This design comes from an exercise in tuning for small area and a short achievable clock period on the open sky130 flow, not from production work.
Where RTL was checked, it was by simulation tests only, not by an equivalence proof against the original.
Only the layout flow was run in runs 2 to 4; the RTL was not checked for function there.
Power and IR drop assume default switching activity.

==> flow/design.v (outline; a module is shown in full before it is edited, if it fits) <==
// module top: 21 lines
// module roba_mid: 15 lines
// module roba_exp: 42 lines
// module roba_por: 20 lines
// module roba_in: 139 lines
// module roba_sha: 155 lines
// module roba_shb: 121 lines
// module roba_add: 308 lines
// module g_inv: 1 lines
// module g_nand2: 1 lines
// module g_nor2: 1 lines
// module g_xor2: 1 lines
// module g_xnor2: 1 lines
// module g_a21oi: 1 lines
// module g_o21ai: 1 lines
// module g_o22ai: 1 lines
// module g_nor3: 1 lines
// module g_nor4: 1 lines
// module g_and4: 1 lines
// module g_a31oi: 1 lines
// module g_a41oi: 1 lines
module top (
    input             clk,
    input      [15:0] x,
    input      [15:0] y,
    output reg [31:0] Q_p
);
  // ...
==> flow/flow/run.sh <==
#!/bin/bash
# Own layout flow: the standard ORFS flow with these changes:
#  - synthesis keeps the modules named in KEEP (flattened again at the end, as the standard flow's script
#    does) so that ABC maps each with a script of its own (ABC_PLAN: module:script pairs);
#  - ports get PORT_BUF buffers;
#  - timing repair aims SETUP_MARGIN ns below the clock period.
# Every tool's output goes to a log file in the work folder (and ORFS's own logs under orfs/logs).
set -euo pipefail
WORK=$(pwd)
FLOWDIR=$WORK/flow
source $FLOWDIR/settings.sh

cp config.mk my_config.mk
cat >> my_config.mk <<EOC
export SETUP_SLACK_MARGIN = ${SETUP_MARGIN}
export TNS_END_PERCENT = 100
export BUFFER_PORTS_ARGS = -buffer_cell ${PORT_BUF}
export SYNTH_KEEP_MODULES = ${KEEP:-}
EOC
[ -n "${EXTRA_MK:-}" ] && printf '%b\n' "$EXTRA_MK" >> my_config.mk

# synthesis script: the standard flow's, with abc run once per module of ABC_PLAN, each with its own script
{
  echo "proc abc {args} {"
  echo "  set i [lsearch -exact \$args -script]"
  echo "  foreach {mod scr} {${ABC_PLAN}} {"
  echo "    set a \$args"
  echo "    lset a [expr {\$i + 1}] $FLOWDIR/\$scr"
  echo "    yosys abc {*}\$a \$mod"
  echo "  }"
  echo "}"
  cat synth_recipe.tcl
} > my_synth.tcl

make -C "$FLOW_HOME" DESIGN_CONFIG=$WORK/my_config.mk WORK_HOME=$WORK/orfs CLKGATE_MAP_FILE= \
  SYNTH_SCRIPT=$WORK/my_synth.tcl finish > $WORK/make_finish.log 2>&1

RES=$WORK/orfs/results/$FLOW_PLATFORM/top/base
: # left out here: write the final layout as DEF
==> flow/flow/amap.abc <==
strash; dch -f; amap
==> flow/flow/exp.abc <==
strash; dch -f; map -D 900; topo; buffer -N 8; upsize -D 900; dnsize -D 900; stime -p
==> flow/flow/fast.abc <==
strash; dch -f; map -D 700; topo; buffer -N 6; upsize -D 700; dnsize -D 700; stime -p
==> flow/flow/gate.abc <==
strash; map -a
==> flow/flow/settings.sh <==
SETUP_MARGIN=9.5
PORT_BUF=sky130_fd_sc_hd__buf_1
KEEP="roba_exp g_inv g_nand2 g_nor2 g_xor2 g_xnor2 g_a21oi g_o21ai g_o22ai g_nor3 g_nor4 g_and4 g_a31oi g_a41oi"
ABC_PLAN="roba_exp exp.abc g_* gate.abc top amap.abc"
EXTRA_MK='export ADDER_MAP_FILE =
export CTS_BUF_LIST = sky130_fd_sc_hd__clkbuf_16
export CTS_CLUSTER_SIZE = 64
export CTS_CLUSTER_DIAMETER = 200'
==> flow/standard.sh <==
#!/bin/bash
# synth_recipe.tcl (not shown) runs the flow's synth.tcl, then flattens the netlist and writes it again
# the make line also repeats each setting of config.mk as NAME=value (left out here)
make -C /OpenROAD-flow-scripts/flow DESIGN_CONFIG=/design/flow/config.mk WORK_HOME=/design/flow/orfs CLKGATE_MAP_FILE= SYNTH_SCRIPT=/design/flow/synth_recipe.tcl "${@:-finish}"
==> flow/config.mk <==
export PLATFORM = sky130hd
export DESIGN_NAME = top
export DESIGN_NICKNAME = top
export VERILOG_FILES = /design/flow/design.v
export SDC_FILE = /design/flow/constraint.sdc
export NUM_CORES = 8
export LEC_CHECK = 0
export CAP_MARGIN = 20
export CORE_MARGIN = 2
export CORE_UTILIZATION = 40
export SLEW_MARGIN = 20
==> flow/constraint.sdc <==
create_clock -name core_clock -period 14.0 [get_ports {clk}]
set_input_delay 2.8000 -clock core_clock [delete_from_list [all_inputs] [get_ports {clk}]]
set_output_delay 2.8000 -clock core_clock [all_outputs]
set_load 0.01 [all_outputs]
==> run notes, run 1 <==
gr busiest metal met2; clk sinks 65; WHS 0.8065 ns; CTS Buf Count 9; total negative setup slack 0 ns; CP arrival 4.46 ns; largest net degree at the start of global routing 33; top sig layer met4; Critical Path Source y[5]; grt ovf 0; vias in the first global route 5069; Synth Cell Area 0.005564 sq mm; routability cong. approximately 0.9; synthesized net count 844; outcome finished clean; number of port buffers 64; drt via density 5.459; Syn Inst Count roughly 810; crit path capture ax_r[12]; WP buf/inv 1; reg2reg setup slack roughly 9.8 ns; clock latency on the worst-skew pair 0.35 ns; Most flops, register Q_p; worst hold stages 6; IO Pins 65; row cnt 43; DRC viols 0; multi-input logic area 0.004229 sq mm; CP delay by family, top simple AND/OR/NAND/NOR gates; Core Box Area 0.01372 sq mm; met3 wire len 1013 um; met1 Track Usage GR 27.58%; Largest register FFs 32
==> module roba_mid, before the edit <==
module roba_mid (
    input  [15:0] ax,
    input  [15:0] ay,
    input         s,
    output [30:0] p
);
  wire [3:0]  ex, ey;
  wire [13:0] dx;
  roba_exp rx (.a(ax), .e(ex), .d(dx));
  roba_exp ry (.a(ay), .e(ey), .d());
  wire [30:0] A, B;
  roba_sha sha (.d(ay), .e(ex), .o(A));    
  roba_shb shb (.d(dx), .e(ey), .o(B));    
  roba_add add (.a(A), .b(B), .inv(s), .s(p));
endmodule
==> run 2: changes to the inputs <==
--- a/flow/design.v
+++ b/flow/design.v
@@ -29,6 +29,6 @@
   wire [3:0]  ex, ey;
   wire [13:0] dx;
-  roba_exp rx (.a(ax), .e(ex), .d(dx));
-  roba_exp ry (.a(ay), .e(ey), .d());
+  roba_expx rx (.a(ax), .e(ex), .d(dx));
+  roba_expy ry (.a(ay), .e(ey));
   wire [30:0] A, B;
   roba_sha sha (.d(ay), .e(ex), .o(A));    
@@ -36,66 +36,4 @@
   roba_add add (.a(A), .b(B), .inv(s), .s(p));
 endmodule
-module roba_exp (
-    input  [15:0] a,
-    output [3:0]  e,
-    output [13:0] d
-);
-  wire [15:0] m;
-  wire [15:0] ar, orr;    
-  genvar j;
-  generate
-    for (j = 0; j < 16; j = j + 1) begin : g_r
-      assign ar[j] = a[15-j];
-      assign m[15-j] = (j == 0) ? 1'b0 : orr[j-1];
-    end
-  endgenerate
-  roba_por #(.N(16)) por (.i(ar), .o(orr));
-  wire [16:1] ge;
-  assign ge[1]  = m[0];
-  assign ge[2]  = m[1];
-  generate
-    for (j = 3; j < 16; j = j + 1) begin : g_ge
-      assign ge[j] = m[j-1] | (a[j-1] & a[j-2]);
-    end
-  endgenerate
-  assign ge[16] = 1'b0;
-  assign e[3] = ge[8];
-  assign e[2] = ge[4] & ~ge[8] | ge[12];
-  assign e[1] = ge[2] & ~ge[4] | ge[6] & ~ge[8] | ge[10] & ~ge[12] | ge[14];
-  assign e[0] = ge[1] & ~ge[2] | ge[3] & ~ge[4] | ge[5] & ~ge[6] | ge[7] & ~ge[8]
-              | ge[9] & ~ge[10] | ge[11] & ~ge[12] | ge[13] & ~ge[14] | ge[15];
-  wire [15:3] upt;
-  generate
-    for (j = 3; j < 16; j = j + 1) begin : g_up
-      assign upt[j] = a[j-1] & a[j-2] & ~m[j-1];
-    end
-  endgenerate
-  wire up = |upt;
-  generate
-    for (j = 0; j < 14; j = j + 1) begin : g_d
-      assign d[j] = m[j] ? a[j] : up;
-    end
-  endgenerate
-endmodule
-module roba_por #(parameter N = 16, parameter L = 4) (
-    input  [N-1:0] i,
-    output [N-1:0] o
-);
-  wire [N-1:0] t [0:L];
-  assign t[0] = i;
-  genvar l, k;
-  generate
-    for (l = 0; l < L; l = l + 1) begin : lv
-      for (k = 0; k < N; k = k + 1) begin : bt
-        if ((k >> l) & 1) begin : op
-          assign t[l+1][k] = t[l][k] | t[l][((k >> l) << l) - 1];
-        end else begin : pass
-          assign t[l+1][k] = t[l][k];
-        end
-      end
-    end
-  endgenerate
-  assign o = t[L];
-endmodule
 module roba_in (
     input  [15:0] x,
@@ -237,4 +175,208 @@
   g_nor3 gs (sx_97, z_48, z_96, s);
 endmodule
+module roba_expx (
+    input  [15:0] a,
+    output [3:0]  e,
+    output [13:0] d
+);
+  wire i_1, mn_2, mn_3, k_4, i_5, q_6, q_7, k_8, i_9, r_10, r_11, k_12, i_13, u_14, u_15, m_16, m_17, m_18, m_19, m_20, m_21, m_22, m_23, m_24, m_25, m_26, i_27, i_28, i_29, i_30, i_31, gn_32, gn_33, gn_34, gn_35, gn_36, gn_37, gn_38, gn_39, gn_40, gn_41, gn_42, gn_43, gn_44, i_45, i_46, i_47, i_48, i_49, i_50, e_51, e_52, e_53, e_54, i_55, e_56, e_57, e_58, e_59, e_60, e_61, e_62, i_63, i_64, i_65, i_66, i_67, i_68, i_69, i_70, i_71, i_72, i_73, tn_74, tn_75, tn_76, tn_77, tn_78, tn_79, tn_80, tn_81, tn_82, tn_83, tn_84, tn_85, tn_86, up_87, up_88, up_89, i_90, up_91, up_92, up_93, d_94, d_95, d_96, d_97, d_98, d_99, d_100, d_101, d_102, d_103, d_104, d_105, d_106, d_107;
+  g_inv u1 (a[15], i_1);
+  g_nor2 u2 (a[15], a[14], mn_2);
+  g_nor3 u3 (a[15], a[14], a[13], mn_3);
+  g_nor4 u4 (a[15], a[14], a[13], a[12], k_4);
+  g_inv u5 (a[11], i_5);
+  g_nor2 u6 (a[11], a[10], q_6);
+  g_nor3 u7 (a[11], a[10], a[9], q_7);
+  g_nor4 u8 (a[11], a[10], a[9], a[8], k_8);
+  g_inv u9 (a[7], i_9);
+  g_nor2 u10 (a[7], a[6], r_10);
+  g_nor3 u11 (a[7], a[6], a[5], r_11);
+  g_nor4 u12 (a[7], a[6], a[5], a[4], k_12);
+  g_inv u13 (a[3], i_13);
+  g_nor2 u14 (a[3], a[2], u_14);
+  g_nor3 u15 (a[3], a[2], a[1], u_15);
+  g_nand2 u16 (k_4, i_5, m_16);
+  g_nand2 u17 (k_4, q_6, m_17);
+  g_nand2 u18 (k_4, q_7, m_18);
+  g_nand2 u19 (k_4, k_8, m_19);
+  g_nand3 u20 (k_4, k_8, i_9, m_20);
+  g_nand3 u21 (k_4, k_8, r_10, m_21);
+  g_nand3 u22 (k_4, k_8, r_11, m_22);
+  g_nand3 u23 (k_4, k_8, k_12, m_23);
+  g_nand4 u24 (k_4, k_8, k_12, i_13, m_24);
+  g_nand4 u25 (k_4, k_8, k_12, u_14, m_25);
+  g_nand4 u26 (k_4, k_8, k_12, u_15, m_26);
+  g_inv u27 (mn_2, i_27);
+  g_inv u28 (mn_3, i_28);
+  g_inv u29 (k_4, i_29);
+  g_inv u30 (m_26, i_30);
+  g_inv u31 (m_25, i_31);
+  g_a21oi u32 (a[2], a[1], m_24, gn_32);
+  g_a21oi u33 (a[3], a[2], m_23, gn_33);
+  g_a21oi u34 (a[4], a[3], m_22, gn_34);
+  g_a21oi u35 (a[5], a[4], m_21, gn_35);
+  g_a21oi u36 (a[6], a[5], m_20, gn_36);
+  g_a21oi u37 (a[7], a[6], m_19, gn_37);
+  g_a21oi u38 (a[8], a[7], m_18, gn_38);
+  g_a21oi u39 (a[9], a[8], m_17, gn_39);
+  g_a21oi u40 (a[10], a[9], m_16, gn_40);
+  g_a21oi u41 (a[11], a[10], i_29, gn_41);
+  g_a21oi u42 (a[12], a[11], i_28, gn_42);
+  g_a21oi u43 (a[13], a[12], i_27, gn_43);
+  g_a21oi u44 (a[14], a[13], a[15], gn_44);
+  g_inv u45 (gn_33, i_45);
+  g_inv u46 (gn_35, i_46);
+  g_inv u47 (gn_37, i_47);
+  g_inv u48 (gn_39, i_48);
+  g_inv u49 (gn_41, i_49);
+  g_inv u50 (gn_43, i_50);
+  g_o21ai u51 (gn_33, i_47, gn_41, e_51);
+  g_o22ai u52 (i_31, i_45, gn_35, i_47, e_52);
+  g_o21ai u53 (gn_39, i_49, gn_43, e_53);
+  g_nor2 u54 (e_52, e_53, e_54);
+  g_inv u55 (e_54, i_55);
+  g_o22ai u56 (i_30, m_25, gn_32, i_45, e_56);
+  g_o22ai u57 (gn_34, i_46, gn_36, i_47, e_57);
+  g_o22ai u58 (gn_38, i_48, gn_40, i_49, e_58);
+  g_o21ai u59 (gn_42, i_50, gn_44, e_59);
+  g_nor2 u60 (e_56, e_57, e_60);
+  g_nor2 u61 (e_58, e_59, e_61);
+  g_nand2 u62 (e_60, e_61, e_62);
+  g_inv u63 (m_26, i_63);
+  g_inv u64 (m_25, i_64);
+  g_inv u65 (m_24, i_65);
+  g_inv u66 (m_23, i_66);
+  g_inv u67 (m_22, i_67);
+  g_inv u68 (m_21, i_68);
+  g_inv u69 (m_20, i_69);
+  g_inv u70 (m_19, i_70);
+  g_inv u71 (m_18, i_71);
+  g_inv u72 (m_17, i_72);
+  g_inv u73 (m_16, i_73);
+  g_nand3 u74 (a[2], a[1], i_65, tn_74);
+  g_nand3 u75 (a[3], a[2], i_66, tn_75);
+  g_nand3 u76 (a[4], a[3], i_67, tn_76);
+  g_nand3 u77 (a[5], a[4], i_68, tn_77);
+  g_nand3 u78 (a[6], a[5], i_69, tn_78);
+  g_nand3 u79 (a[7], a[6], i_70, tn_79);
+  g_nand3 u80 (a[8], a[7], i_71, tn_80);
+  g_nand3 u81 (a[9], a[8], i_72, tn_81);
+  g_nand3 u82 (a[10], a[9], i_73, tn_82);
+  g_nand3 u83 (a[11], a[10], k_4, tn_83);
+  g_nand3 u84 (a[12], a[11], mn_3, tn_84);
+  g_nand3 u85 (a[13], a[12], mn_2, tn_85);
+  g_nand3 u86 (a[14], a[13], i_1, tn_86);
+  g_nand4 u87 (tn_74, tn_75, tn_76, tn_77, up_87);
+  g_nand4 u88 (tn_78, tn_79, tn_80, tn_81, up_88);
+  g_nand4 u89 (tn_82, tn_83, tn_84, tn_85, up_89);
+  g_inv u90 (tn_86, i_90);
+  g_nor2 u91 (up_87, up_88, up_91);
+  g_nor2 u92 (up_89, i_90, up_92);
+  g_nand2 u93 (up_91, up_92, up_93);
+  g_a22o u94 (m_26, a[0], i_63, up_93, d_94);
+  g_a22o u95 (m_25, a[1], i_64, up_93, d_95);
+  g_a22o u96 (m_24, a[2], i_65, up_93, d_96);
+  g_a22o u97 (m_23, a[3], i_66, up_93, d_97);
+  g_a22o u98 (m_22, a[4], i_67, up_93, d_98);
+  g_a22o u99 (m_21, a[5], i_68, up_93, d_99);
+  g_a22o u100 (m_20, a[6], i_69, up_93, d_100);
+  g_a22o u101 (m_19, a[7], i_70, up_93, d_101);
+  g_a22o u102 (m_18, a[8], i_71, up_93, d_102);
+  g_a22o u103 (m_17, a[9], i_72, up_93, d_103);
+  g_a22o u104 (m_16, a[10], i_73, up_93, d_104);
+  g_a22o u105 (i_29, a[11], k_4, up_93, d_105);
+  g_a22o u106 (i_28, a[12], mn_3, up_93, d_106);
+  g_a22o u107 (i_27, a[13], mn_2, up_93, d_107);
+  assign e[0] = e_62;
+  assign e[1] = i_55;
+  assign e[2] = e_51;
+  assign e[3] = i_47;
+  assign d[0] = d_94;
+  assign d[1] = d_95;
+  assign d[2] = d_96;
+  assign d[3] = d_97;
+  assign d[4] = d_98;
+  assign d[5] = d_99;
+  assign d[6] = d_100;
+  assign d[7] = d_101;
+  assign d[8] = d_102;
+  assign d[9] = d_103;
+  assign d[10] = d_104;
+  assign d[11] = d_105;
+  assign d[12] = d_106;
+  assign d[13] = d_107;
+endmodule
+module roba_expy (
+    input  [15:0] a,
+    output [3:0]  e
+);
+  wire i_1, mn_2, mn_3, k_4, i_5, q_6, q_7, k_8, i_9, r_10, r_11, k_12, i_13, u_14, u_15, m_16, m_17, m_18, m_19, m_20, m_21, m_22, m_23, m_24, m_25, m_26, i_27, i_28, i_29, i_30, i_31, gn_32, gn_33, gn_34, gn_35, gn_36, gn_37, gn_38, gn_39, gn_40, gn_41, gn_42, gn_43, gn_44, i_45, i_46, i_47, i_48, i_49, i_50, e_51, e_52, e_53, e_54, i_55, e_56, e_57, e_58, e_59, e_60, e_61, e_62;
+  g_inv u1 (a[15], i_1);
+  g_nor2 u2 (a[15], a[14], mn_2);
+  g_nor3 u3 (a[15], a[14], a[13], mn_3);
+  g_nor4 u4 (a[15], a[14], a[13], a[12], k_4);
+  g_inv u5 (a[11], i_5);
+  g_nor2 u6 (a[11], a[10], q_6);
+  g_nor3 u7 (a[11], a[10], a[9], q_7);
+  g_nor4 u8 (a[11], a[10], a[9], a[8], k_8);
+  g_inv u9 (a[7], i_9);
+  g_nor2 u10 (a[7], a[6], r_10);
+  g_nor3 u11 (a[7], a[6], a[5], r_11);
+  g_nor4 u12 (a[7], a[6], a[5], a[4], k_12);
+  g_inv u13 (a[3], i_13);
+  g_nor2 u14 (a[3], a[2], u_14);
+  g_nor3 u15 (a[3], a[2], a[1], u_15);
+  g_nand2 u16 (k_4, i_5, m_16);
+  g_nand2 u17 (k_4, q_6, m_17);
+  g_nand2 u18 (k_4, q_7, m_18);
+  g_nand2 u19 (k_4, k_8, m_19);
+  g_nand3 u20 (k_4, k_8, i_9, m_20);
+  g_nand3 u21 (k_4, k_8, r_10, m_21);
+  g_nand3 u22 (k_4, k_8, r_11, m_22);
+  g_nand3 u23 (k_4, k_8, k_12, m_23);
+  g_nand4 u24 (k_4, k_8, k_12, i_13, m_24);
+  g_nand4 u25 (k_4, k_8, k_12, u_14, m_25);
+  g_nand4 u26 (k_4, k_8, k_12, u_15, m_26);
+  g_inv u27 (mn_2, i_27);
+  g_inv u28 (mn_3, i_28);
+  g_inv u29 (k_4, i_29);
+  g_inv u30 (m_26, i_30);
+  g_inv u31 (m_25, i_31);
+  g_a21oi u32 (a[2], a[1], m_24, gn_32);
+  g_a21oi u33 (a[3], a[2], m_23, gn_33);
+  g_a21oi u34 (a[4], a[3], m_22, gn_34);
+  g_a21oi u35 (a[5], a[4], m_21, gn_35);
+  g_a21oi u36 (a[6], a[5], m_20, gn_36);
+  g_a21oi u37 (a[7], a[6], m_19, gn_37);
+  g_a21oi u38 (a[8], a[7], m_18, gn_38);
+  g_a21oi u39 (a[9], a[8], m_17, gn_39);
+  g_a21oi u40 (a[10], a[9], m_16, gn_40);
+  g_a21oi u41 (a[11], a[10], i_29, gn_41);
+  g_a21oi u42 (a[12], a[11], i_28, gn_42);
+  g_a21oi u43 (a[13], a[12], i_27, gn_43);
+  g_a21oi u44 (a[14], a[13], a[15], gn_44);
+  g_inv u45 (gn_33, i_45);
+  g_inv u46 (gn_35, i_46);
+  g_inv u47 (gn_37, i_47);
+  g_inv u48 (gn_39, i_48);
+  g_inv u49 (gn_41, i_49);
+  g_inv u50 (gn_43, i_50);
+  g_o21ai u51 (gn_33, i_47, gn_41, e_51);
+  g_o22ai u52 (i_31, i_45, gn_35, i_47, e_52);
+  g_o21ai u53 (gn_39, i_49, gn_43, e_53);
+  g_nor2 u54 (e_52, e_53, e_54);
+  g_inv u55 (e_54, i_55);
+  g_o22ai u56 (i_30, m_25, gn_32, i_45, e_56);
+  g_o22ai u57 (gn_34, i_46, gn_36, i_47, e_57);
+  g_o22ai u58 (gn_38, i_48, gn_40, i_49, e_58);
+  g_o21ai u59 (gn_42, i_50, gn_44, e_59);
+  g_nor2 u60 (e_56, e_57, e_60);
+  g_nor2 u61 (e_58, e_59, e_61);
+  g_nand2 u62 (e_60, e_61, e_62);
+  assign e[0] = e_62;
+  assign e[1] = i_55;
+  assign e[2] = e_51;
+  assign e[3] = i_47;
+endmodule
 module roba_sha (
     input  [15:0] d,
@@ -832,4 +974,7 @@
 module g_nor4  (input a, input b, input c, input d, output y); assign y = ~(a | b | c | d); endmodule
 module g_and4  (input a, input b, input c, input d, output y); assign y = a & b & c & d;  endmodule
+module g_nand3 (input a, input b, input c, output y); assign y = ~(a & b & c);          endmodule
+module g_nand4 (input a, input b, input c, input d, output y); assign y = ~(a & b & c & d); endmodule
+module g_a22o  (input a1, input a2, input b1, input b2, output y); assign y = (a1 & a2) | (b1 & b2); endmodule
 module g_a31oi (input a1, input a2, input a3, input b1, output y); assign y = ~((a1 & a2 & a3) | b1); endmodule
 module g_a41oi (input a1, input a2, input a3, input a4, input b1, output y); assign y = ~((a1 & a2 & a3 & a4) | b1); endmodule
==> flow/flow/settings.sh (replaced) <==
SETUP_MARGIN=9
PORT_BUF=sky130_fd_sc_hd__buf_1
KEEP="g_inv g_nand2 g_nor2 g_xor2 g_xnor2 g_a21oi g_o21ai g_o22ai g_nor3 g_nor4 g_and4 g_nand3 g_nand4 g_a22o g_a31oi g_a41oi "
ABC_PLAN="g_* gate.abc top amap.abc"
EXTRA_MK='export ADDER_MAP_FILE ='
EXTRA_MK='export ADDER_MAP_FILE =
export CTS_BUF_LIST = sky130_fd_sc_hd__clkbuf_8
export CTS_CLUSTER_SIZE = 32
export CTS_CLUSTER_DIAMETER = 60'
removed: flow/flow/exp.abc
removed: flow/flow/fast.abc
==> run 2 against run 1 <==
Against the previous run:
- final area fell by 3.5%
- largest cell class unchanged
- critical path depth grew 16
- count of clock-buffer cells in the layout is 1 higher
- utilization down 1.7 points
- hold slack worse by 0.0060 ns
==> run notes, run 2 <==
clk sinks 65 (unchanged); largest net degree at the start of global routing 33 (unchanged); CTS H-tree depth 3 (unchanged); most common cell after layout, fill and taps aside o22ai_1 (unchanged); met3 wire len 766 um (was 1013 um); vias in the first global route 5232 (was 5069); final period utilization 33.85% (was 30.48%); TritonCTS clock tree built (unchanged); Final min period 4.739 ns (was 4.268 ns); leading area contributor after synthesis dfxtp_1; met2 wire length 6783 um (was 6523 um); top sig layer met4 (unchanged); CP delay by family, top compound AO/OA/AOI/OAI gates (was simple AND/OR/NAND/NOR gates); Core Box Area 0.01372 sq mm (unchanged); CP arrival 4.98 ns (was 4.46 ns); TritonRoute pass-1 iters 5 (unchanged); Peak VDD IR 51.55 uV (was 75.18 uV); gr usage total 20.45% (was 20.17%); commonest non-fill, non-tap cells in the layout 154 x o22ai_1, 114 x nor2_1, 104 x xnor2_1, 79 x clkinv_1, 77 x nand2_1 (was 145 x o22ai_1, 117 x nor2_1, 98 x xnor2_1, 82 x nand2_1, 64 x buf_1); first-pass GRT wire length 24670 um (was 24220 um); die height 121.7 um (was 121.9 um); layout cells sized above 1 8.460% (was 11.14%); Most flops, register Q_p (unchanged); number of port buffers 64 (unchanged); synthesized net count 859 (was 844); CP endpoint kind register (unchanged); Post-synth EDFFs 0; synth cell count leaders 154 x o22ai_1, 114 x nor2_1, 108 x xnor2_1, 88 x clkinv_1, 80 x nand2_1; synth unique cells 16; WL final 15290 um (was 15140 um); final instance area 0.006515 sq mm (was 0.006751 sq mm); Crit path required time 14.24 ns (was 14.20 ns); cells along the critical path nor4_4, buf_4, nand3_1, a21oi_2, clkinv_1, o22ai_1, nor2_1, nand2_2, clkinv_2, o22ai_1, o22ai_1, o22ai_1, nor2_1, xnor2_1, o21ai_0, a21oi_1, o21ai_2, a21oi_2, buf_4, o21ai_0, xor2_1 (was buf_1, nor4_2, nand3_1, nor2_2, nor2_1); Synth Cell Area 0.005543 sq mm (was 0.005564 sq mm); clock slew at reported path FFs 0.07 ns (was 0.05 ns); CP Max Fanout 14 (was 17); clk root buf clkbuf_8 (was clkbuf_16); outcome finished clean (unchanged); initial antenna violation count 0 (unchanged); CTS Buf Count 9 (unchanged); reg2reg setup slack 9.26 ns (was 9.80 ns); top flop regs Q_p x32, ax_r x16, ay_r x16 (unchanged); dominant synthesized flop cell dfxtp_1; synthesis-stage register bit count 65; antenna cells 0 (unchanged); most frequent cell after synthesis o22ai_1; fill count 1454 (was 1406); Iteration-0 DRC Markers 514 (was 541); grt ovf 0 (unchanged); crit-path max cell delay 0.41 ns (was 0.69 ns); ys async rst share 0%; Clock Skews 0.007427 ns (was 0.01139 ns); Initial Util 40.40% (was 40.56%); FMAX 0.2110 GHz (was 0.2343 GHz); critical path startpoint category register (was input pin); DRC viols 0 (unchanged); HPWL after DPL 11410 um (was 11280 um); Final setup viols 0 (unchanged); drt via density 5.529 (was 5.459); maximum root-to-sink buffer count 2 (unchanged); Seq/Total Area, Yosys a little under a quarter; Metal-1 WL 7319 um (was 7233 um); max-slew violation count 0 (unchanged); CTS Hold Bufs 0 (unchanged); Pleak 2.067 nW (was 2.228 nW); share of the synthesized area in the top cell type 23.48%; Slew @ Worst Pin 1.033 ns (was 0.9970 ns); Final Hold Vio Count 0 (unchanged); antenna-violating nets left 0 (unchanged); CP max stage cell dfxtp_1 (was nor4_2); unrepaired setup endpoints after global routing false (unchanged); Slew HR 31.13% (was 33.53%); total negative setup slack 0 ns (unchanged); largest cells by area after synthesis dfxtp_1 23%, o22ai_1 17%, xnor2_1 17%, nor2_1 7.7%, clkinv_1 6.0%; via count 6093 (was 5934); Largest register FFs 32 (unchanged); DIE AREA 0.01481 sq mm (was 0.01487 sq mm); Worst Hold Class register to register (unchanged); clock latency on the worst-skew pair 0.36 ns (was 0.35 ns); Setup Crit Path Kind register to register (was input pin to register); synth warn 1 (was 2); area growth from synthesis to layout 17.54% (was 21.34%); chip width 121.7 um (was 121.9 um); most used cell, CP o22ai_1; row cnt 43 (unchanged); WP buf/inv 4 (was 1); IO Pins 65 (unchanged); max cap viols 0 (unchanged); syn avg cell area 6.710 sq um (was 6.861 sq um); Cell Pwr Density 131.5 mW/mm^2 (was 141.8 mW/mm^2); routed len/inst 13.88 um (was 13.93 um); Syn Inst Count 826 (was 811); routability cong. 0.9279 (was 0.9122); final net count 953 (was 935); placed instance area 0.006105 sq mm (was 0.006116 sq mm)
run 2: cell count changes in the layout (fill, tap and decap cells not counted), moves of 8 or more:
| cell | before | now |
|---|---|---|
| clkinv_1 | 39 | 79 |
| inv_1 | 29 | 2 |
| nand3_1 | 2 | 23 |
| a22o_2 | 0 | 14 |
| a41oi_1 | 16 | 6 |
| clkbuf_8 | 0 | 10 |
| clkbuf_16 | 9 | 0 |
| o22ai_1 | 145 | 154 |
| o21ai_0 | 51 | 43 |
run 2: per-stage QoR:
stage	instances	worst slack (ns)	utilization [%]	total power [mW]	hold slack (ns)
final	1102	9.261	47.49	0.8568	0.8006
after global routing	1102	9.025	47.49	0.9260	0.8936
after CTS	1095	8.988	46.55	0.8535	0.7960
after detailed placement	1074	7.807	44.50	0.7128	0.7850
after global placement	1074	7.913	44.50	0.7116	0.7925
after floorplan	826	9.108	-	0.6089	0.7180
run 2: where the power goes:
| group | internal (mW) | switching, mW |
|---|---|---|
| clock | 0.0644 | 0.0664 |
| sequential | 0.236 | 0.0344 |
| combinational | 0.187 | 0.269 |
run 2: repair_timing:
action	CTS	global route
endpoints found under the hold margin	0	0
cloned	1	1
endpoints found under the setup margin	23	22
buffers inserted	7	5
resized for setup	19	17
pin swaps	4	5
run 2: final cells by class:
type | instances | area [sq um] | share of cell area (%)
clock buffer | 10 | 137.6 | 2.113
clock inverter | 3 | 12.51 | 0.1920
inverter | 88 | 364.1 | 5.589
multi-input combinational | 674 | 4100 | 62.93
sequential | 65 | 1303 | 19.99
tap | 180 | 225.2 | 3.457
timing repair buffer | 81 | 367.9 | 5.646
timing repair inverter | 1 | 5.005 | 0.07682
run 2: path summary, 6_finish.rpt:
path	from	end	depth (start not counted)
setup / recovery	ay_r[11]	Q_p[17]	21
hold / removal	ay_r[0]	Q_p[1]	6
setup reg to reg	ay_r[11]	Q_p[17]	21
hold reg to reg	ay_r[0]	Q_p[1]	6
run 2: worst min-delay path, cell delays in order, from the launching register on:
cell	delay [ns]
dfxtp_1	0.32
nand2_1	0.08
nor2_1	0.06
nand2_1	0.07
nor2_1	0.07
nand2_1	0.09
xnor2_1	0.07
run 2: per-layer routing:
layer | GRT usage, % | vias up
li1 | - | 3191
met1 | 28.15 | 2678
met2 | 32.06 | 195
met3 | 2.622 | 29
met4 | 8.980 | 0
met5 | 0 | -
run 2: logic make-up (layout without fill, tap and decap cells):
logic type | after synthesis | in the layout | share of synthesized area, %
xor gates and xnor gates | 123 | 123 | 19.44
AOI/OAI and AO/OA | 293 | 294 | 31.78
buffers and inverters | 88 | 183 | 5.959
and+or+nand+nor | 257 | 257 | 19.35
DFF | 65 | 65 | 23.48
run 2: modules after synthesis, one instance, submodules excluded, excerpt:
| module | cells | cell area (sq um) |
|---|---|---|
| g_o21ai | 1 | 5.005 |
| g_inv | 1 | 3.754 |
| g_nand2 | 1 | 3.754 |
| g_a21oi | 1 | 5.005 |
| g_nor3 | 1 | 5.005 |
| top | 65 | 1301 |
| g_xnor2 | 1 | 8.758 |
| g_nor4 | 1 | 6.256 |
==> run 3: changes to the inputs <==
--- a/flow/flow/settings.sh
+++ b/flow/flow/settings.sh
@@ -1,3 +1,3 @@
-SETUP_MARGIN=9
+SETUP_MARGIN=9.5
 PORT_BUF=sky130_fd_sc_hd__buf_1
 KEEP="g_inv g_nand2 g_nor2 g_xor2 g_xnor2 g_a21oi g_o21ai g_o22ai g_nor3 g_nor4 g_and4 g_nand3 g_nand4 g_a22o g_a31oi g_a41oi "
==> run 3 against run 2 <==
Against the previous run:
- hold slack better by 0.044 ns
- register-to-register slack gained 0.48 ns
- clock skew fell by 0.0017 ns
- highest routed layer unchanged
- largest power group unchanged
- wire length decreased by 1.1%
- critical endpoint is now Q_p[29]
- cell count is 0.73% higher
- combinational power up 8.8%
- synthesized cell count is the same
- setup slack gained 0.48 ns
- area after synthesis unchanged
- non-clock buffer count up 5
==> run notes, run 3 <==
Peak VDD IR 52.69 uV (was 51.55 uV); Slew @ Worst Pin 1.020 ns (was 1.033 ns); met1 Track Usage GR 28.35% (was 28.15%); max-slew violation count 0 (unchanged); antenna-violating nets left 0 (unchanged); final instance area 0.007005 sq mm (was 0.006515 sq mm); CP Max Fanout 14 (unchanged); via count 6083 (was 6093); Post-Synth Adder-Cell Area 0% (unchanged); clk sinks 65 (unchanged); clock slew at reported path FFs 0.07 ns (about the same); most used cell, CP o22ai_1 (unchanged); IO Pins 65 (unchanged); first-pass GRT wire length 24950 um (was 24670 um); gr busiest metal met2 (unchanged); M2 GR Usage 32.23% (was 32.06%); synth warn 1 (unchanged); cells along the critical path nor4_4, buf_4, nand3_1, a21oi_1, clkinv_1, o22ai_1, nor2_2, nand2_4, inv_4, o22ai_1, o22ai_1, o22ai_1, o22ai_1, xnor2_2, o21ai_0, a21oi_2, o21ai_0, a21oi_1, o21ai_0, xor2_1 (was nor4_4, buf_4, nand3_1, a21oi_2, clkinv_1, o22ai_1, nor2_1, nand2_2, clkinv_2, o22ai_1, o22ai_1, o22ai_1, nor2_1, xnor2_1, o21ai_0, a21oi_1, o21ai_2, a21oi_2, buf_4, o21ai_0, xor2_1); Cell Pwr Density 129.6 mW/mm^2 (was 131.5 mW/mm^2); synth unique cells 16 (unchanged); multiplexer share of the synthesized area 0% (unchanged); maximum root-to-sink buffer count 2 (unchanged); XOR/XNOR Fraction of Synth Area 19.44% (unchanged); Setup Crit Path Kind register to register (unchanged); met3 Usage GRT 2.622% (unchanged); Largest register FFs 32 (unchanged); CTS H-tree depth 3 (unchanged); Worst R2R Path Depth 20 (was 21); CP arrival 4.55 ns (was 4.98 ns); final period utilization 30.40% (was 33.85%); row cnt 43 (unchanged); commonest non-fill, non-tap cells in the layout 126 x o22ai_1, 101 x nor2_1, 95 x xnor2_1, 77 x nand2_1, 76 x clkinv_1 (was 154 x o22ai_1, 114 x nor2_1, 104 x xnor2_1, 79 x clkinv_1, 77 x nand2_1); largest cells by area after synthesis dfxtp_1 23%, o22ai_1 17%, xnor2_1 17%, nor2_1 7.7%, clkinv_1 6.0% (unchanged); chip width 121.7 um (unchanged); Final Hold Vio Count 0 (unchanged); initial antenna violation count 0 (unchanged); crit-path max cell delay 0.42 ns (was 0.41 ns); DIE AREA 0.01481 sq mm (unchanged); WHS 0.8449 ns (was 0.8006 ns); Synth Cell Area 0.005543 sq mm (unchanged); Syn Inst Count 826 (unchanged); unrepaired setup endpoints after global routing false (unchanged); critical path startpoint category register (unchanged); synthesized net count 859 (unchanged); ys async rst share 0% (unchanged); clk root buf clkbuf_8 (unchanged); Slew HR 31.99% (was 31.13%); Worst Hold Class register to register (unchanged); TritonCTS clock tree built (unchanged); Pleak 2.230 nW (was 2.067 nW); WL final 15130 um (was 15290 um); share of the synthesized area in the top cell type 23.48% (unchanged); CTS Hold Bufs 0 (unchanged); Seq/Total Area, Yosys 23.48% (unchanged); total negative setup slack 0 ns (unchanged); CP max stage cell o21ai_0 (was dfxtp_1); Initial Util 40.40% (unchanged); multi-input logic area 0.004502 sq mm (was 0.004100 sq mm); synth cell count leaders 154 x o22ai_1, 114 x nor2_1, 108 x xnor2_1, 88 x clkinv_1, 80 x nand2_1 (unchanged); Final min period 4.256 ns (was 4.739 ns); largest family of logic cells by synthesized area compound AO/OA/AOI/OAI gates (unchanged); vias in the first global route 5300 (was 5232); die height 121.7 um (unchanged); synthesis-stage register bit count 65 (unchanged); CTS Buf Count 9 (unchanged); gr usage total 20.50% (was 20.45%); drt via density 5.480 (was 5.529); layout cells sized above 1 16.34% (was 8.460%); Most flops, register Q_p (unchanged); Reg area 0.001305 sq mm (was 0.001303 sq mm); Synth Area in Simple Gates 19.35% (unchanged); Iteration-0 DRC Markers 420 (was 514); dominant synthesized flop cell dfxtp_1 (unchanged); final net count 958 (was 953); area growth from synthesis to layout 26.39% (was 17.54%); Clock Skews 0.005713 ns (was 0.007427 ns); outcome finished clean (unchanged); Final setup viols 0 (unchanged); clock latency on the worst-skew pair 0.37 ns (was 0.36 ns); top flop regs Q_p x32, ax_r x16, ay_r x16 (unchanged); leading area contributor after synthesis dfxtp_1 (unchanged); worst hold stages 6 (unchanged); fill count 1401 (was 1454); TritonRoute pass-1 iters 5 (unchanged); post-synthesis compound-gate area fraction 31.78% (unchanged); placed instance area 0.006131 sq mm (was 0.006105 sq mm); Crit path required time 14.30 ns (was 14.24 ns); largest net degree at the start of global routing 33 (unchanged); most common cell after layout, fill and taps aside o22ai_1 (unchanged); FMAX 0.2349 GHz (was 0.2110 GHz); most frequent cell after synthesis o22ai_1 (unchanged); max cap viols 0 (unchanged); syn avg cell area 6.710 sq um (unchanged); DRC viols 0 (unchanged); HPWL after DPL 11120 um (was 11410 um); Post-synth EDFFs 0 (unchanged); grt ovf 0 (unchanged); antenna cells 0 (unchanged); Core Box Area 0.01372 sq mm (unchanged); routability cong. 0.9371 (was 0.9279); routed len/inst 13.63 um (was 13.88 um); number of port buffers 64 (unchanged); CP endpoint kind register (unchanged)
-- run 3: worst max-delay path: cells and delay by family, from the launching register on --
kind | cells | cell delay, ns
buffers and inverters | 3 | 0.39
and+or+nand+nor | 4 | 0.72
AOI/OAI and AO/OA | 11 | 2.30
xor gates and xnor gates | 2 | 0.37
DFF | 1 | 0.39
-- run 3: per-layer routing --
layer | vias up | wire length [um] | share of wire [%]
met3 | 32 | 655 | 4.3
met4 | 0 | 361 | 2.4
met1 | 2693 | 7399 | 49
met2 | 156 | 6712 | 44
li1 | 3202 | - | -
met5 | - | 0 | 0
-- run 3: path summary, 6_finish.rpt --
kind                start       to  slack, ns
setup / recovery  ay_r[9]  Q_p[29]       9.74
hold / removal    ay_r[0]   Q_p[1]       0.84
setup reg to reg  ay_r[9]  Q_p[29]       9.74
hold reg to reg   ay_r[0]   Q_p[1]       0.84
-- run 3: area by class of cell --
type                       instances  share of cell area (%)
clock inverter                     5                  0.3215
sequential                        65                   18.63
inverter                          88                   5.376
timing repair buffer              86                   5.965
tap                              180                   3.215
clock buffer                      11                   2.161
timing repair inverter             1                 0.07144
multi-input combinational        674                   64.26
-- run 3: kinds of logic (layout without fill, tap and decap cells) --
group / count (synthesis) / after routing
compound gates: 293 / 294
flops: 65 / 65
xor+xnor: 123 / 123
buf+inv: 88 / 191
simple gates: 257 / 257
-- run 3: report_power, final --
group | internal [mW] | switching, mW | total (mW)
Sequential | 0.236 | 0.0346 | 0.271
Combinational | 0.208 | 0.287 | 0.495
Clock | 0.0716 | 0.0706 | 0.142
-- run 3: Yosys stat by module (local to each module, per instance), a selection --
module | cells inside | flip-flops and latches | cell area (sq um)
g_nand2 | 1 | 0 | 3.754
g_xnor2 | 1 | 0 | 8.758
g_o22ai | 1 | 0 | 6.256
g_inv | 1 | 0 | 3.754
g_a31oi | 1 | 0 | 6.256
g_xor2 | 1 | 0 | 8.758
g_and4 | 3 | 0 | 12.51
-- run 3: timing repair --
item	CTS	global route
endpoints found under the setup margin	40	39
pin swaps	7	11
gates cloned	2	0
resized for setup	26	83
buffers inserted	12	9
-- run 3: stage by stage --
step / setup WS, ns / std cells / utilization, % / total power [mW]
5_1_grt: 9.473 / 1110 / 51.06 / 0.9823
3_3_place_gp: 8.508 / 1071 / 44.69 / 0.7095
3_5_place_dp: 8.494 / 1071 / 44.69 / 0.7108
2_1_floorplan: 9.525 / 826 / - / 0.6104
4_1_cts: 9.473 / 1101 / 47.51 / 0.8676
6_report: 9.744 / 1110 / 51.06 / 0.9081
==> run 4: changes to the inputs <==
--- a/flow/flow/settings.sh
+++ b/flow/flow/settings.sh
@@ -1,3 +1,3 @@
-SETUP_MARGIN=9.5
+SETUP_MARGIN=10
 PORT_BUF=sky130_fd_sc_hd__buf_1
 KEEP="g_inv g_nand2 g_nor2 g_xor2 g_xnor2 g_a21oi g_o21ai g_o22ai g_nor3 g_nor4 g_and4 g_nand3 g_nand4 g_a22o g_a31oi g_a41oi "
==> run 4 against run 3 <==
Against the previous run:
- still clean on timing, DRC and antenna
- maximum frequency is 6.5% higher
- sequential share of layout area is 2.4 points lower
- final area is 16% higher
- critical path type unchanged
- highest routed layer unchanged
==> run notes, run 4 <==
CTS Buf Count 9 (unchanged); reg2reg setup slack 10.00 ns (was 9.74 ns); outcome finished clean (unchanged); routability cong. 0.9033 (was 0.9371); Final min period 3.997 ns (was 4.256 ns); gr busiest metal met2 (unchanged); TritonCTS clock tree built (unchanged); total negative setup slack 0 ns (unchanged); leading area contributor after synthesis dfxtp_1 (unchanged); synth unique cells 16 (unchanged); clk root buf clkbuf_8 (unchanged); dominant synthesized flop cell dfxtp_1 (unchanged); largest cells by area after synthesis dfxtp_1 23%, o22ai_1 17%, xnor2_1 17%, nor2_1 7.7%, clkinv_1 6.0% (unchanged); vias in the first global route 5638 (was 5300); first-pass GRT wire length 26390 um (was 24950 um); Initial Util 40.40% (unchanged); final instance area 0.008133 sq mm (was 0.007005 sq mm); CP arrival 4.28 ns (was 4.55 ns); final period utilization 28.55% (was 30.40%); synth warn 1 (unchanged); clk sinks 65 (unchanged); Largest register FFs 32 (unchanged); Clock Skews 0.009105 ns (was 0.005713 ns); Crit path required time 14.28 ns (was 14.30 ns); largest net degree at the start of global routing 33 (unchanged); synthesized net count 859 (unchanged); sequential share of power 26.0% (was 29.8%); routed len/inst 15.12 um (was 13.63 um); Syn Inst Count 826 (unchanged); Sw Share 43.45% (was 43.20%); HPWL after DPL 11370 um (was 11120 um); Slew @ Worst Pin 1.034 ns (was 1.020 ns); drt via density 5.687 (was 5.480); Final Hold Vio Count 0 (unchanged); Synth Cell Area 0.005543 sq mm (unchanged); initial antenna violation count 0 (unchanged); via count 6585 (was 6083); Most flops, register Q_p (unchanged); share of the synthesized area in the top cell type 23.48% (unchanged); M2 GR Usage 35.78% (was 32.23%); Final setup viols 0 (unchanged); Setup Crit Path Kind register to register (unchanged); DRC viols 0 (unchanged); antenna-violating nets left 0 (unchanged); commonest non-fill, non-tap cells in the layout 91 x nor2_1, 86 x xnor2_1, 81 x o22ai_1, 73 x clkinv_1, 72 x nand2_1 (was 126 x o22ai_1, 101 x nor2_1, 95 x xnor2_1, 77 x nand2_1, 76 x clkinv_1); WL final 17510 um (was 15130 um); clock latency on the worst-skew pair 0.37 ns (about the same); top flop regs Q_p x32, ax_r x16, ay_r x16 (unchanged); area growth from synthesis to layout 46.73% (was 26.39%); Worst R2R Path Depth 21 (was 20); Reg area 0.001320 sq mm (was 0.001305 sq mm); TritonRoute pass-1 iters 5 (unchanged); Slew HR 31.05% (was 31.99%); gr usage total 21.82% (was 20.50%); max cap viols 0 (unchanged); Seq/Total Area, Yosys 23.48% (unchanged); Critical Path Source ay_r[11] (was ay_r[9]); R2R Path Start ay_r[11] (was ay_r[9]); CP Max Fanout 8 (was 14); Iteration-0 DRC Markers 475 (was 420); Peak VDD IR 62.88 uV (was 52.69 uV); layout cells sized above 1 31.39% (was 16.34%); maximum root-to-sink buffer count 2 (unchanged); most common cell after layout, fill and taps aside nor2_1 (was o22ai_1); IO Pins 65 (unchanged); synth cell count leaders 154 x o22ai_1, 114 x nor2_1, 108 x xnor2_1, 88 x clkinv_1, 80 x nand2_1 (unchanged); synthesis-stage register bit count 65 (unchanged); placed instance area 0.006284 sq mm (was 0.006131 sq mm); crit path capture Q_p[19] (was Q_p[29]); CTS H-tree depth 3 (unchanged); syn avg cell area 6.710 sq um (unchanged); overall power 1.052 mW (was 908.1 uW); Post-synth EDFFs 0 (unchanged); Non-Filler Instances 1158 (was 1110); Cell Pwr Density 129.4 mW/mm^2 (was 129.6 mW/mm^2); Psw 457.1 uW (was 392.3 uW); unrepaired setup endpoints after global routing true (was false); reg2reg end Q_p[19] (was Q_p[29]); most frequent cell after synthesis o22ai_1 (unchanged); fill count 1272 (was 1401); internal power 595.0 uW (was 515.8 uW); met1 Track Usage GR 28.55% (was 28.35%); grt ovf 0 (unchanged); DIE AREA 0.01481 sq mm (unchanged); row cnt 43 (unchanged); met3 Usage GRT 3.043% (was 2.622%); multi-input logic area 0.005189 sq mm (was 0.004502 sq mm); Inst Count DP 1070 (was 1071); chip width 121.7 um (unchanged); clock slew at reported path FFs 0.07 ns (about the same); Clock Power Share 15.2% (was 15.7%); Pleak 2.667 nW (was 2.230 nW); final net count 1006 (was 958); die height 121.7 um (unchanged); Worst Hold Class register to register (unchanged); ys async rst share 0% (unchanged); number of port buffers 64 (unchanged); antenna cells 0 (unchanged); combinational power share 58.8% (was 54.5%); CP endpoint kind register (unchanged); max-slew violation count 0 (unchanged); critical path startpoint category register (unchanged); Core Box Area 0.01372 sq mm (unchanged); FMAX 0.2502 GHz (was 0.2349 GHz)
-- run 4: cell counts after synthesis --
No cell type changed its count.
-- run 4: per-layer routing --
| metal | vias up | share of wire, % |
|---|---|---|
| met2 | 213 | 47 |
| li1 | 3316 | - |
| met5 | - | 0 |
| met1 | 3003 | 45 |
| met3 | 53 | 4.4 |
| met4 | 0 | 3.6 |
-- run 4: worst min-delay path by stage --
stage                     startpoint  endpoint  slack (ns)  cells past startpoint
after detailed placement     ay_r[0]    Q_p[1]        0.87                      6
after CTS                        s_r   Q_p[31]        0.88                      0
after floorplan              ay_r[0]    Q_p[1]        0.74                      6
after global routing             s_r   Q_p[31]        0.90                      0
after global placement       ay_r[0]    Q_p[1]        0.87                      6
final                            s_r   Q_p[31]        0.86                      0
-- run 4: timing repair --
action	4_1_cts	5_1_grt
endpoints found under the setup margin	56	58
hold buffers	0	0
pin swaps	29	27
gates cloned	3	5
buffers inserted	38	26
resized for setup	84	144
-- run 4: cells by family after synthesis --
family | after synthesis | share of synthesized area (%)
AOI/OAI and AO/OA | 293 | 31.78
buffers and inverters | 88 | 5.959
xor gates and xnor gates | 123 | 19.44
and+or+nand+nor | 257 | 19.35
DFF | 65 | 23.48
-- run 4: final cells by class --
cell class                 count  area share [%]
clock inverter                 6          0.7231
tap                          180           2.769
timing repair buffer         129           9.415
inverter                      88           5.077
sequential                    65           16.23
clock buffer                  10           1.692
multi-input combinational    676           63.80
timing repair inverter         4          0.2923
-- run 4: power by group through the flow --
stage	combinational (mW)	clock [mW]	sequential (mW)
after floorplan	0.337	0	0.286
after global placement	0.453	0	0.273
after detailed placement	0.454	0	0.274
after CTS	0.513	0.166	0.273
after global routing	0.667	0.175	0.280
final	0.618	0.160	0.274
-- run 4: Yosys stat by module, one instance, submodules excluded, excerpt --
module,cells,copies in the design,cell area [sq um],flops+latches
g_nor4,1,14,6.256,0
g_nand4,1,9,6.256,0
top,65,1,1301,65
g_xnor2,1,108,8.758,0
g_a41oi,1,6,8.758,0
g_nand2,1,80,3.754,0
-- run 4: stage by stage --
step / utilization [%] / setup WS [ns] / hold WS [ns]
CTS: 52.74 / 9.998 / 0.8805
global route: 59.28 / 9.797 / 0.8960
detailed placement: 45.80 / 9.062 / 0.8727
finish: 59.28 / 10.00 / 0.8561
floorplan: - / 9.920 / 0.7383
global placement: 45.80 / 9.041 / 0.8702
-- run 4: critical path, stage by stage, from the launching register on --
cell,delay (ns)
dfxtp_1,0.42
nor4_4,0.33
buf_4,0.18
buf_4,0.12
nand4_1,0.09
a21oi_2,0.12
o22ai_1,0.07
nor2_1,0.19
nand2_4,0.17
clkbuf_16,0.21
o22ai_4,0.15
o22ai_2,0.12
o22ai_2,0.25
o22ai_2,0.15
xnor2_2,0.23
o21ai_2,0.10
a21oi_2,0.23
o21ai_4,0.10
a21oi_4,0.22
clkinv_4,0.16
a21oi_2,0.15
xnor2_1,0.15

[what the ideal ports hide]
Ports are ideal in the flow. The routed layouts listed here were re-timed in OpenROAD.
Step 1 assumes that a clkbuf_16 drives the clock port and a buf_2 every other input.
Step 2 times the ports against the registers' clock, not the clock port: input delays grow and output delays shrink by t, the midpoint of the rising clock arrivals with the driver on.
Three values: ideal ports, drivers, drivers and shift; two values: the first two.
run	t, ns	slack for setup (ns)	worst hold slack (ns)	latest minus earliest clock arrival (ns)	worst register clock-pin slew, ns
run 1	0.386	9.732 / 9.755 / 9.370	0.807 / 0.807 / 0.807	0.012 / 0.011	0.06 / 0.06
run 2	0.389	9.261 / 9.261 / 9.189	0.801 / 0.801 / 0.801	0.008 / 0.008	0.07 / 0.07
run 3	0.399	9.744 / 9.744 / 9.422	0.845 / 0.845 / 0.845	0.005 / 0.006	0.07 / 0.07
run 4	0.402	10.003 / 10.003 / 9.804	0.856 / 0.856 / 0.856	0.009 / 0.009	0.07 / 0.07
After both steps every run listed still meets setup and hold. The setup slack of run 1, which loses most, moves by +0.023 ns with the drivers and by -0.362 ns with both steps.
